Context: an optimization exercise on an open-source flow, tuned for small area. The choices shown serve that exercise and are no tape-out recipe.
The RTL was checked by simulation tests, not by an equivalence proof against the original design.

## flow/design.v (module list and top-level ports; edited modules follow where they fit)
// module waveform_generator_v5: 121 lines
// module awg_chsum: 2915 lines
// module awg_phase: 124 lines
// module awg_fa: 4 lines
// module awg_ha: 4 lines
module waveform_generator_v5 #(
    parameter integer DATA_WIDTH    = 16,
    parameter integer IDX_W         = 5,
    parameter integer GAIN_W        = 8,
    parameter integer LUT_ADDR_W    = 6,
    parameter integer PHASE_W       = 16,
    parameter integer STARTUP_DELAY = 0
)(
    input  wire                   clk,
    input  wire                   rst_n,
    input  wire [31:0]            s_axis_tdata,
    input  wire                   s_axis_tvalid,
    output wire                   s_axis_tready,
    output wire                   active_bank_o,
    output wire [31:0]            m_axis_tdata,
    output wire                   m_axis_tvalid,
    input  wire                   m_axis_tready
);
  // ...
==> flow/flow/run.sh <==
#!/bin/bash
# Own flow: the standard synthesis, then netlist clean-up, then the standard flow's
# standard layout from the cleaned netlist to finish.
# Clean-up (flow/fainv.py, flow/reabc.sh), repeated three times:
#  * fainv.py removes redundant inverters around full-adder cells (sky130 fa
#    is self-dual, so an adder may take complemented inputs and give
#    complemented outputs; xor2/xnor2 absorb inverted inputs);
#  * reabc.sh re-maps the remaining combinational cells with ABC for area,
#    keeping flip-flops, full-adder cells and tie cells as they are.
# Registers (names, count, cell types) are those of the standard synthesis.
set -euo pipefail
R=orfs/results/${FLOW_PLATFORM}/waveform_generator_v5/base
bash standard.sh synth > flow_synth.log 2>&1
cp "$R/1_2_yosys.v" net_0.v
python3 flow/fainv.py net_0.v net_1.v > fainv_1.log 2>&1
bash flow/reabc.sh net_1.v net_2.v reabc_2.log > /dev/null
python3 flow/fainv.py net_2.v net_3.v > fainv_3.log 2>&1
bash flow/reabc.sh net_3.v net_4.v reabc_4.log > /dev/null
python3 flow/fainv.py net_4.v net_5.v > fainv_5.log 2>&1
cp net_5.v "$R/1_2_yosys.v"
rm -f "$R/1_synth.odb" "$R/1_synth.sdc"
bash standard.sh > flow_finish.log 2>&1
==> flow/flow/fainv.py <==
#!/usr/bin/env python3
"""Remove redundant inverters around full-adder cells in a mapped netlist.

sky130 fa (SUM = A^B^CIN, COUT = MAJ(A,B,CIN)) is self-dual: feeding it the
complements of its inputs yields the complements of both outputs.  Each FA
may therefore be "flipped" (inputs and outputs complemented) without changing
the function.  Inverters are removed and re-inserted (one per signal that
some pin needs complemented), choosing flips by greedy local search so that
as few inverters as possible are needed.  Flip-flops and ports are untouched.
Flips are chosen by simulated annealing (fixed seed) then a greedy polish;
XOR/XNOR cells absorb input inversions by swapping xor2 <-> xnor2.
usage: fainv.py in.v out.v
"""
import re, sys, collections

src = open(sys.argv[1]).read()
m = re.search(r'\bmodule\s+(\S+)\s*\(', src)
head_end = src.index(';', m.end()) + 1
body_end = src.rindex('endmodule')
body = src[head_end:body_end]

cell_re = re.compile(r'^\s*(sky130_fd_sc_hd__\w+)\s+(\S+)\s*\((.*?)\);', re.S | re.M)
pin_re = re.compile(r'\.(\w+)\(\s*(.*?)\s*\)\s*(?:,|$)', re.S)
decls, cells = [], []
pos = 0
for cm in cell_re.finditer(body):
    decls.append(body[pos:cm.start()])
    pos = cm.end()
    typ, name, pins = cm.group(1), cm.group(2), cm.group(3)
    pl = [(p, n.strip()) for p, n in pin_re.findall(pins.strip())]
    cells.append([typ, name, pl])
rest = body[pos:]
assert 'assign' not in ''.join(decls) + rest, 'assign statements not supported'

OUTP = {'X', 'Y', 'Q', 'Q_N', 'SUM', 'COUT', 'HI', 'LO'}
ports = set()
for pm in re.finditer(r'^\s*(input|output|inout)\s+(\[[^\]]*\]\s*)?([^;]+);', src[:body_end], re.M):
    for n in pm.group(3).split(','):
        ports.add(n.strip())
def base(net):
    return re.sub(r'\s*\[\d+\]$', '', net)
def isport(net):
    return net in ports or base(net) in ports

invs = {}     # out net -> in net (inverters we may remove)
for c in cells:
    typ, name, pl = c
    if re.match(r'sky130_fd_sc_hd__(clk)?inv_\d+$', typ):
        d = dict(pl)
        if not isport(d['Y']):
            invs[d['Y']] = d['A']
def root(net):
    par = 0
    while net in invs:
        net = invs[net]; par ^= 1
    return net, par

XRE = re.compile(r'sky130_fd_sc_hd__(xor2|xnor2|xor3|xnor3)_(\d+)$')
fas = [c for c in cells if c[0] == 'sky130_fd_sc_hd__fa_1' or XRE.match(c[0])]
def isx(c):
    return XRE.match(c[0]) is not None
fa_of_out = {}
for i, c in enumerate(fas):
    for p, n in c[2]:
        if p in OUTP:
            fa_of_out[n] = i
# consumers: (cell index in cells, pin) for every non-inverter input pin
uses = collections.defaultdict(list)   # root signal -> list of (fa index or -1, parity literal)
fa_idx = {id(c): i for i, c in enumerate(fas)}
for c in cells:
    typ, name, pl = c
    d = dict(pl)
    if re.match(r'sky130_fd_sc_hd__(clk)?inv_\d+$', typ) and d['Y'] in invs:
        continue
    for p, n in pl:
        if p in OUTP or n.startswith("1'") or n == '':
            continue
        r, par = root(n)
        if isx(c):
            uses.setdefault(r, [])
            continue
        uses[r].append((fa_idx.get(id(c), -1), par))
# nets feeding ports through removable inverters: ports are never inverter outputs
# (excluded above), but a port may be a root signal; fine.

f = [0] * len(fas)
def sig_cost(r):
    pol = f[fa_of_out[r]] if r in fa_of_out else 0
    need = False
    for j, par in uses[r]:
        req = par ^ (f[j] if j >= 0 else 0)
        if req != pol:
            return 1
    return 0
fa_sigs = []
for i, c in enumerate(fas):
    s = set()
    for p, n in c[2]:
        if p in OUTP:
            s.add(n)
        elif not isx(c):
            s.add(root(n)[0])
    fa_sigs.append(s)
total = sum(sig_cost(r) for r in uses)
orig_inv = sum(1 for c in cells if re.match(r'sky130_fd_sc_hd__(clk)?inv_\d+$', c[0]))
import random, math, os
random.seed(1)
def local(i):
    return sum(sig_cost(r) for r in fa_sigs[i])
cur = total
best = cur
bestf = list(f)
N = len(fas)
steps = int(os.environ.get("FAINV_STEPS", "400")) * N
for step in range(steps):
    T = 1.5 * (1 - step / steps) + 0.01
    i = random.randrange(N)
    before = local(i)
    f[i] ^= 1
    after = local(i)
    dlt = after - before
    if dlt <= 0 or random.random() < math.exp(-dlt / T):
        cur += dlt
        if cur < best:
            best = cur; bestf = list(f)
    else:
        f[i] ^= 1
f = bestf
# final greedy polish
improved = True
while improved:
    improved = False
    for i in range(N):
        before = local(i)
        f[i] ^= 1
        if local(i) < before:
            improved = True
        else:
            f[i] ^= 1
total = sum(sig_cost(r) for r in uses)
sys.stderr.write(f"fainv: {len(fas)} FA/XOR cells, {sum(f)} flipped, inverters {orig_inv} -> {total + (orig_inv - len(invs))}\n")

# rewrite: every removable inverter disappears; pins get root signal or its complement
tag = 0
while f"_fainv{tag}x" in src:
    tag += 1
comp_net = {}
new_cells = []
newwires = []
k = 0
def comp(r):
    global k
    if r not in comp_net:
        n = f"_fainv{tag}x{k}_"; k += 1
        comp_net[r] = n
        newwires.append(n)
        new_cells.append(['sky130_fd_sc_hd__inv_1', f"_fainv{tag}xi{k}_", [('A', physical[r]), ('Y', n)]])
    return comp_net[r]
# physical net carrying each FA output: keep net names; a flipped FA's output net
# now carries the complement, so its name keeps meaning "physical value".
physical = collections.defaultdict(lambda: None)
for r in uses:
    physical[r] = r
out_cells = []
for c in cells:
    typ, name, pl = c
    d = dict(pl)
    if re.match(r'sky130_fd_sc_hd__(clk)?inv_\d+$', typ) and d['Y'] in invs:
        continue
    j = fa_idx.get(id(c), -1)
    npl = []
    if isx(c):
        mm = XRE.match(typ)
        parity = (1 if mm.group(1).startswith('xnor') else 0) ^ f[j]
        for p, n in pl:
            if p in OUTP:
                continue
            r, par = root(n)
            pol = f[fa_of_out[r]] if r in fa_of_out else 0
            parity ^= par ^ pol
            npl.append((p, r))
        outn = [n for p, n in pl if p in OUTP][0]
        kind = mm.group(1)[-1]
        if kind == '2':
            typ = f"sky130_fd_sc_hd__{'xnor2' if parity else 'xor2'}_{mm.group(2)}"
            npl.append(('Y' if parity else 'X', outn))
        else:
            typ = f"sky130_fd_sc_hd__{'xnor3' if parity else 'xor3'}_{mm.group(2)}"
            npl.append(('X', outn))
        out_cells.append([typ, name, npl])
        continue
    for p, n in pl:
        if p in OUTP or n.startswith("1'") or n == '':
            npl.append((p, n)); continue
        r, par = root(n)
        pol = f[fa_of_out[r]] if r in fa_of_out else 0
        req = par ^ (f[j] if j >= 0 else 0)
        npl.append((p, r if req == pol else comp(r)))
    out_cells.append([typ, name, npl])
out_cells += new_cells
def fmt(c):
    def q(n):
        return n + ' ' if n.startswith('\\') else n
    return f"  {c[0]} {q(c[1])} (\n" + ",\n".join(f"    .{p}({q(n)})" for p, n in c[2]) + "\n  );\n"
txt = src[:head_end] + ''.join(decls) + ''.join(f"  wire {w};\n" for w in newwires) + ''.join(fmt(c) for c in out_cells) + rest + src[body_end:]
open(sys.argv[2], 'w').write(txt)
==> flow/flow/reabc.sh <==
#!/bin/bash
# Re-map the combinational standard cells of a mapped netlist with ABC for
# area; flip-flops, adder cells (fa/ha) and tie cells are kept as they are
# (same instances, same names); half adders are re-mapped too.  usage: reabc.sh in.v out.v log
set -euo pipefail
LIB=${FLOW_HOME}/platforms/${FLOW_PLATFORM}/lib/sky130_fd_sc_hd__tt_025C_1v80.lib
CFG=${FLOW_HOME}/platforms/${FLOW_PLATFORM}/config.mk
DU=""
for c in $(grep -o "sky130_fd_sc_hd__[a-z0-9_]*" $CFG | sort -u | grep -v "conb\|buf_4\|buf_1\|fill"); do DU="$DU -dont_use $c"; done
DU="$DU -dont_use sky130_fd_sc_hd__clkinv_* -dont_use sky130_fd_sc_hd__clkbuf_* -dont_use sky130_fd_sc_hd__clkdly* -dont_use sky130_fd_sc_hd__dly* -dont_use sky130_fd_sc_hd__probe*"
KEEP=$(grep -o "sky130_fd_sc_hd__\(fa\|df\|edf\|sdf\|conb\)[a-z0-9_]*" $1 | sort -u | tr '\n' ' ')
yosys -l $3 -p "read_liberty -ignore_miss_func $LIB; read_verilog $1; hierarchy -top ${FLOW_TOP}; setattr -mod -set keep_hierarchy 1 $KEEP; flatten; opt_clean; abc -liberty $LIB $DU -script +strash;dc2;dch,-f;map,-a;amap;topo; opt_clean -purge; select ${FLOW_TOP}; write_verilog -noattr -selected $2; tee -o /dev/null stat -liberty $LIB"
==> flow/standard.sh <==
#!/bin/bash
# synth_recipe.tcl (not shown) runs the flow's synth.tcl, then flattens the netlist and writes it again
# the make line also repeats each setting of config.mk as NAME=value (left out here)
make -C /OpenROAD-flow-scripts/flow DESIGN_CONFIG=/design/flow/config.mk WORK_HOME=/design/flow/orfs CLKGATE_MAP_FILE= SYNTH_SCRIPT=/design/flow/synth_recipe.tcl "${@:-finish}"
==> flow/config.mk <==
export PLATFORM = sky130hd
export DESIGN_NAME = waveform_generator_v5
export DESIGN_NICKNAME = waveform_generator_v5
export VERILOG_FILES = /design/flow/design.v
export SDC_FILE = /design/flow/constraint.sdc
export NUM_CORES = 4
export LEC_CHECK = 0
export ABC_AREA = 1
export ABC_CLOCK_PERIOD_IN_PS = 11000
export CAP_MARGIN = 10
export CORE_MARGIN = 2
export CORE_UTILIZATION = 62
export CTS_BUF_LIST = sky130_fd_sc_hd__clkbuf_16
export CTS_CLUSTER_DIAMETER = 120
export CTS_CLUSTER_SIZE = 24
export SLEW_MARGIN = 10
==> flow/constraint.sdc <==
create_clock -name core_clock -period 11.0 [get_ports {clk}]
set_input_delay 2.2000 -clock core_clock [delete_from_list [all_inputs] [get_ports {clk}]]
set_output_delay 2.2000 -clock core_clock [all_outputs]
set_load 0.01 [all_outputs]
==> results.rst, run 1 <==
.. list-table::
   :header-rows: 1

   * - Metric
     - Value
   * - Clock Tree Buf Depth
     - 3
   * - F_max
     - 94.5 MHz
   * - Area of combinational cells with multiple inputs
     - 59000 um^2
   * - Run status
     - no timing/DRC/antenna violations
   * - Number of cells upsized or downsized after cts
     - 0
   * - Clk root buf
     - sky130_fd_sc_hd__clkbuf_16
   * - Number of fill cells
     - 10800
   * - Crit-path most repeated cell
     - sky130_fd_sc_hd__fa_1
   * - Inserted Clock Buffers
     - 50
   * - Worst slack at placement
     - 489 ps
   * - CTS Hold Bufs
     - 0
   * - Number of diodes
     - 2
   * - Endpoint of the worst hold-timing path
     - CH[0].TN[1].a[5]
   * - Worst setup path class
     - reg2reg
   * - Drt first-iter violations
     - 10300
   * - Tap Count
     - 1890
   * - Mean area per synthesized cell
     - 10.0 um^2
   * - Final-report hold violation count
     - 0
   * - Fin nets
     - 10700
   * - Global-route met2 utilization
     - 55.7%
   * - Met3 Resource Use GR
     - 12.3%
   * - Number of placed cells counting well taps
     - 11100
   * - Antenna violations before repair
     - 13
   * - Worst min path class
     - reg2reg
   * - Avg Vias per Cell
     - 6.59
   * - Total of max-cap violations
     - 0
   * - First-pass GRT wire length
     - 424 mm
   * - Commonest non-fill, non-tap cell in the layout
     - sky130_fd_sc_hd__fa_1
   * - Source of the worst hold timing path
     - CH[0].TN[1].ph[15]
   * - Insertion delay to the later sink of the worst-skew pair
     - 740 ps
   * - Crit path required time
     - 11540 ps
   * - Net Count, Synth
     - 10300
   * - Grt total ovfl
     - 0
   * - Share of final-layout standard cells stronger than drive strength 1
     - 5.40%
   * - Total number of cells along the worst setup path
     - 32
==> module waveform_generator_v5, before the edit <==
module waveform_generator_v5 #(
    parameter integer DATA_WIDTH    = 16,
    parameter integer IDX_W         = 5,
    parameter integer GAIN_W        = 8,
    parameter integer LUT_ADDR_W    = 6,
    parameter integer PHASE_W       = 16,
    parameter integer STARTUP_DELAY = 0
)(
    input  wire                   clk,
    input  wire                   rst_n,
    input  wire [31:0]            s_axis_tdata,
    input  wire                   s_axis_tvalid,
    output wire                   s_axis_tready,
    output wire                   active_bank_o,
    output wire [31:0]            m_axis_tdata,
    output wire                   m_axis_tvalid,
    input  wire                   m_axis_tready
);
    assign s_axis_tready = 1'b1;
    wire [3:0] cmd = s_axis_tdata[31:28];
    reg we_idx, we_gain, cpend, safe;
    reg        wch;
    reg [2:0]  wtone;
    reg [7:0]  wdata;
    always @(posedge clk or negedge rst_n) begin
        if (!rst_n) begin
            we_idx <= 1'b0; we_gain <= 1'b0; cpend <= 1'b0; safe <= 1'b1;
        end else begin
            we_idx  <= s_axis_tvalid && (cmd == 4'h1);
            we_gain <= s_axis_tvalid && (cmd == 4'h2);
            cpend   <= s_axis_tvalid && (cmd == 4'hF) && safe;
            if (s_axis_tvalid && (cmd == 4'hC)) safe <= s_axis_tdata[0];
        end
    end
    always @(posedge clk) begin
        wch   <= s_axis_tdata[27];
        wtone <= s_axis_tdata[26:24];
        wdata <= s_axis_tdata[7:0];
    end
    reg act, pa;
    always @(posedge clk or negedge rst_n) begin
        if (!rst_n) begin act <= 1'b0; pa <= 1'b0; end
        else begin act <= act ^ cpend; pa <= act; end
    end
    assign active_bank_o = act;
    wire [4:0] wdi = rst_n ? wdata[4:0] : 5'd0;
    wire [7:0] wdg = rst_n ? wdata : 8'd0;
    reg  [2:0] wcnt;
    wire ov = (wcnt == 3'd5);
    reg  vld0, vld1;
    wire cl = ~ov | ~vld1;
    always @(posedge clk or negedge rst_n) begin
        if (!rst_n) wcnt <= 3'd0;
        else if (!ov) wcnt <= wcnt + 3'd1;
    end
    wire [15:0] chsum [0:1];
    genvar c, t;
    generate
        for (c = 0; c < 2; c = c + 1) begin : CH
            wire [47:0] av;
            wire [63:0] gv;
            for (t = 0; t < 8; t = t + 1) begin : TN
                reg [4:0] bi0, bi1;
                reg [7:0] bg0, bg1;
                wire wsel = (wch == c) && (wtone == t);
                always @(posedge clk) begin
                    if ((we_idx  && wsel &&  act) || !rst_n) bi0 <= wdi;
                    if ((we_idx  && wsel && !act) || !rst_n) bi1 <= wdi;
                    if ((we_gain && wsel &&  act) || !rst_n) bg0 <= wdg;
                    if ((we_gain && wsel && !act) || !rst_n) bg1 <= wdg;
                end
                wire [4:0] ci = pa ? bi1 : bi0;
                wire [7:0] cg = pa ? bg1 : bg0;
                reg  [15:0] ph;
                wire [15:0] phn;
                awg_phase u_ph (.ph(ph), .ix(ci & {5{cl}}), .phn(phn));
                always @(posedge clk or negedge rst_n) begin
                    if (!rst_n) ph <= 16'd0;
                    else ph <= phn;
                end
                wire [4:0] x = ph[14:10];
                reg  [5:0] a;
                always @(posedge clk) a <= {ph[15], x[4] ? (5'd16 - {1'b0, x[3:0]}) : x};
                assign av[6*t +: 6] = a;
                assign gv[8*t +: 8] = cg;
            end
            awg_chsum u_sum (.a(av), .g(gv), .y(chsum[c]));
        end
    endgenerate
    reg [31:0] d1, d2, d3, d4, d5;
    always @(posedge clk) begin
        if (cl) begin
            d1 <= {chsum[0], chsum[1]};
            d2 <= d1; d3 <= d2; d4 <= d3; d5 <= d4;
        end
    end
    reg [31:0] dat0, dat1;
    wire push = ov & ~vld1;
    wire pop  = vld0 & m_axis_tready;
    always @(posedge clk or negedge rst_n) begin
        if (!rst_n) begin
            vld0 <= 1'b0; vld1 <= 1'b0;
        end else begin
            if (pop) begin
                if (vld1) begin vld0 <= 1'b1; vld1 <= 1'b0; end
                else vld0 <= 1'b0;
            end
            if (push) begin
                if (!vld0 || pop) vld0 <= 1'b1;
                else vld1 <= 1'b1;
            end
        end
    end
    always @(posedge clk) begin
        if (pop && vld1) dat0 <= dat1;
        if (push && (!vld0 || pop)) dat0 <= d5;
        if (push && vld0 && !pop) dat1 <= d5;
    end
    assign m_axis_tdata  = dat0;
    assign m_axis_tvalid = vld0;
endmodule
==> inputs of run 2 (changes only) <==
--- a/flow/design.v
+++ b/flow/design.v
@@ -49,17 +49,17 @@
     reg  [2:0] wcnt;
     wire ov = (wcnt == 3'd5);
     reg  vld0, vld1;
     wire cl = ~ov | ~vld1;
     always @(posedge clk or negedge rst_n) begin
         if (!rst_n) wcnt <= 3'd0;
         else if (!ov) wcnt <= wcnt + 3'd1;
     end
-    wire [15:0] chsum [0:1];
+    wire [18:0] chsum [0:1];
     genvar c, t;
     generate
         for (c = 0; c < 2; c = c + 1) begin : CH
             wire [47:0] av;
             wire [63:0] gv;
             for (t = 0; t < 8; t = t + 1) begin : TN
                 reg [4:0] bi0, bi1;
                 reg [7:0] bg0, bg1;
@@ -83,21 +83,30 @@
                 reg  [5:0] a;
                 always @(posedge clk) a <= {ph[15], x[4] ? (5'd16 - {1'b0, x[3:0]}) : x};
                 assign av[6*t +: 6] = a;
                 assign gv[8*t +: 8] = cg;
             end
             awg_chsum u_sum (.a(av), .g(gv), .y(chsum[c]));
         end
     endgenerate
-    reg [31:0] d1, d2, d3, d4, d5;
+    function [15:0] sat16;
+        input [18:0] v;
+    begin
+        sat16 = (v[18:15] == {4{v[15]}}) ? v[15:0] : (v[18] ? 16'h8000 : 16'h7fff);
+    end
+    endfunction
+    reg [18:0] d1a, d1b;
+    reg [31:0] d2, d3, d4, d5;
     always @(posedge clk) begin
         if (cl) begin
-            d1 <= {chsum[0], chsum[1]};
-            d2 <= d1; d3 <= d2; d4 <= d3; d5 <= d4;
+            d1a <= chsum[0];
+            d1b <= chsum[1];
+            d2 <= {sat16(d1a), sat16(d1b)};
+            d3 <= d2; d4 <= d3; d5 <= d4;
         end
     end
     reg [31:0] dat0, dat1;
     wire push = ov & ~vld1;
     wire pop  = vld0 & m_axis_tready;
     always @(posedge clk or negedge rst_n) begin
         if (!rst_n) begin
             vld0 <= 1'b0; vld1 <= 1'b0;
@@ -118,17 +127,17 @@
         if (push && vld0 && !pop) dat1 <= d5;
     end
     assign m_axis_tdata  = dat0;
     assign m_axis_tvalid = vld0;
 endmodule
 module awg_chsum (
     input  wire [47:0] a,    
     input  wire [63:0] g,    
-    output wire [15:0] y     
+    output wire [18:0] y     
 );
     function [14:0] qrom;
         input [4:0] k;
         reg [14:0] r;
     begin
         case (k)
             5'd0: r = 15'd0;
             5'd1: r = 15'd3212;
@@ -3028,17 +3037,17 @@
     wire n2849 = n2771 ^ n2810;
     wire n2850 = n2772 ^ n2830;
     wire n2851 = n2773 ^ n2816;
     wire n2852 = n2774 ^ n2832;
     wire n2853 = n2775 ^ n2808;
     wire n2854 = n2776 ^ n2834;
     wire n2855 = n2777 ^ n2818;
     wire [18:0] s = {n2855, n2854, n2853, n2852, n2851, n2850, n2849, n2848, n2847, n2846, n2845, n2844, n2843, n2842, n2841, n2840, n2839, n2838, n2759};
-    assign y = (s[18:15] == {4{s[15]}}) ? s[15:0] : (s[18] ? 16'h8000 : 16'h7fff);
+    assign y = s;
 endmodule
 module awg_phase (
     input  wire [15:0] ph,
     input  wire [4:0]  ix,
     output wire [15:0] phn
 );
     function [3:0] hf;
         input [4:0] i;
==> run 2 against run 1 <==
Still clean. Sequential cell count grew 6. Synthesized area grew 0.46%. Routed wire length shrank 0.42%.
==> results.rst, run 2 <==
.. list-table::
   :header-rows: 1

   * - Metric
     - Value
   * - Clock-pin slew on the worst setup and hold paths
     - 100 ps
   * - Worst setup path class
     - reg2reg
   * - Maximum number of pins on one net before global-route repair
     - 151
   * - Routed length per instance
     - 24.8 um
   * - Clk root buf
     - sky130_fd_sc_hd__clkbuf_16
   * - Post-route DRC
     - 0
   * - Remaining max-slew budget at the tightest pin
     - 11.4%
   * - Worst min path class
     - reg2reg
   * - Syn Std Cell Area
     - 89200 um^2
   * - Global-route met2 utilization
     - 58.9% (+3.2 points)
   * - Setup ws final
     - 1020 ps
   * - RSZ-0062 raised after global routing
     - false
   * - Met3 Resource Use GR
     - 6.44% (-5.8 points)
   * - Count of vias placed by the detailed router
     - 73700
   * - Launching element type of the critical path
     - flip-flop
   * - Total of max-cap violations
     - 0 (unchanged)
   * - Clock Tree Buf Depth
     - 3 (unchanged)
   * - Number of buffers inserted by post-CTS setup repair
     - 0
   * - Most used cells in the layout excluding fill and tap cells
     - 1393 x sky130_fd_sc_hd__fa_1, 1389 x sky130_fd_sc_hd__o21ai_0, 1268 x sky130_fd_sc_hd__nand2_1, 997 x sky130_fd_sc_hd__o22ai_1, 885 x sky130_fd_sc_hd__nor2_1
   * - Pin slew with the least headroom to its limit
     - 1320 ps
   * - Total clock sinks
     - 1021
   * - Yosys Warn Count
     - 3
   * - Number of instances in the synthesized netlist
     - 8895
   * - Flip-flop count of the largest register after layout
     - 256
   * - Detail Route Antenna Nets
     - 0
   * - Clock Skew
     - 49.3 ps
   * - TritonCTS clock tree
     - yes
   * - Port bufs
     - 53
   * - Routed wire length
     - 277 mm
   * - Number of cells upsized or downsized after cts
     - 0 (unchanged)
   * - CTS Hold Bufs
     - 0 (unchanged)
   * - Overall die area
     - 147000 um^2
   * - Final Critical Period
     - 9980 ps
   * - Routability congestion estimate from global placement
     - 1.05
   * - Number of placed cells counting well taps
     - 11100 (-0.14%)
   * - F_max
     - 100 MHz (+5.9%)
   * - Critical Path Fanout Max
     - 86
   * - HPWL after detailed placement
     - 213 mm
   * - Share of final-layout standard cells stronger than drive strength 1
     - 4.89% (-0.51 points)
   * - Aggregate global-route resource usage
     - 38.0%
   * - Crit-path most repeated cell
     - sky130_fd_sc_hd__fa_1
   * - Final worst-path cycle share
     - 90.8%
   * - Crit path required time
     - 11430 ps (-110 ps)
   * - Floorplan core area
     - 143000 um^2
   * - First-pass GRT wire length
     - 424 mm (about the same)
   * - Busiest metal layer after global routing
     - met2
   * - Vias in the first global route
     - 70100
   * - Final-report hold violation count
     - 0 (unchanged)
   * - Fraction of met1 tracks used by global routing
     - 55.2%
   * - Number of max-slew violations in the final report
     - 0
   * - Worst slack at placement
     - 1140 ps (+647 ps)
   * - Run status
     - no timing/DRC/antenna violations
   * - Commonest non-fill, non-tap cell in the layout
     - sky130_fd_sc_hd__fa_1
   * - Worst Path Arrival
     - 10410 ps
   * - Final instance count without filler cells
     - 11200
   * - Grt total ovfl
     - 0 (unchanged)
   * - Maximum cell stage delay along the critical path
     - 990 ps
   * - # IOs
     - 71
   * - Biggest registers after layout
     - CH.TN.ph x256, CH.TN.bg0 x128, CH.TN.bg1 x128
   * - Largest register by flop count
     - CH.TN.ph
   * - Cell with the largest stage delay on the worst path
     - sky130_fd_sc_hd__o21ai_2
   * - CP top delay family
     - adder cells
   * - Drt first-iter violations
     - 10700 (+4.2%)
   * - Fin nets
     - 10700 (-0.27%)
   * - Effective utilization at floorplan
     - 62.3%
   * - Antenna violations before repair
     - 16 (+3)
   * - Pre-antenna DRT Iters
     - 7
   * - Standard-cell rows
     - 139
   * - Mean area per synthesized cell
     - 10.0 um^2 (-0.25%)
   * - Insertion delay to the later sink of the worst-skew pair
     - 720 ps (-20 ps)
   * - Width of the die
     - 383 um
   * - Inserted Clock Buffers
     - 53 (+6.0%)
   * - CP Capture Type
     - flip-flop
   * - Synth-to-layout area growth
     - 7.88%
   * - Net Count, Synth
     - 10400 (+0.60%)
   * - H-tree level count
     - 2
   * - Crit path buf inv count
     - 4
   * - Vertical die dimension
     - 383 um
   * - Avg Vias per Cell
     - 6.59 (+0.15%)
   * - Setup-violating endpoint count in the final report
     - 0
## run 2: changes by cell type in the layout (fill, tap and decap cells not counted), moves of 10 or more
cell                       before   now
sky130_fd_sc_hd__buf_4        303   210
sky130_fd_sc_hd__o21a_1        38    48
sky130_fd_sc_hd__o311a_1       10    20
sky130_fd_sc_hd__and2_0        18     2
sky130_fd_sc_hd__fa_1        1425  1393
sky130_fd_sc_hd__o221ai_1      15    30
sky130_fd_sc_hd__a21oi_1      269   283
sky130_fd_sc_hd__inv_1        646   704
sky130_fd_sc_hd__fa_2          21    52
sky130_fd_sc_hd__o22ai_1     1027   997
sky130_fd_sc_hd__o21ai_2       10    20
sky130_fd_sc_hd__a21o_1         6    19
## run 2: path summary, 6_finish.rpt
path / slack (ps) / cells after the start / end / startpoint
worst max-delay path: 1020 / 29 / d1b[17] / pa
worst min-delay path: 390 / 0 / CH[1].TN[7].a[5] / CH[1].TN[7].ph[15]
worst max register to register: 1020 / 29 / d1b[17] / pa
worst min register to register: 390 / 0 / CH[1].TN[7].a[5] / CH[1].TN[7].ph[15]
max in group asynchronous: 7610 / 3 / CH[1].TN[1].ph[5] / rst_n
min in group asynchronous: 1420 / 1 / CH[1].TN[7].ph[9] / rst_n
## run 2: cell type report
class	count	area, um^2
Inverter	675	2540
Tap cell	1903	2380
Clock inverter	47	373
Sequential cell	1021	28200
Timing Repair Buffer	273	2220
Clock buffer	53	1330
Fill cell	10900	46900
Multi-Input combinational cell	7199	59100
Antenna cell	6	15.0
## run 2: per-stage QoR
step | hold WS [ps] | utilization (%) | TNS [ps] | cell area (um^2)
final | 394 | 67.2 | 0 | 96200
after global routing | 408 | 67.2 | 0 | 96200
after CTS | 388 | 67.2 | 0 | 96100
after detailed placement | 386 | 66.0 | 0 | 94400
after global placement | 378 | 66.0 | 0 | 94400
after floorplan | 365 | - | -12660 | 89700
## run 2: per-layer routing
layer,part of all wire (%),vias up
li1,-,32800
met1,39,35900
met2,46,4412
met5,0.051,-
met3,11,608
met4,4.1,22

[re-timing with driven ports]
How much do the figures lean on ideal ports? The routed layouts below were timed once more, with nothing changed but the port constraints.
Step 1, drivers: a clkbuf_16 drives clk and a buf_2 each remaining input, both assumed.
Step 2 moves the port delays by t, midway between the first and last clock arrival at a register: inputs arrive t later, outputs are due t later. That takes back most of the time a late clock gives input paths.
a / b / c = no drivers / after step 1 / after step 2; a / b = the first two.
run | t (ns) | setup slack, ns | hold slack, ns | worst slew at a driven data input, ns
run 1 | 0.779 | 0.424 / 0.424 / 0.424 | 0.404 / 0.404 / 0.404 | 0.12
run 2 | 0.782 | 1.017 / 1.017 / 1.017 | 0.394 / 0.394 / 0.394 | 0.06
After both steps every run listed still meets setup and hold.
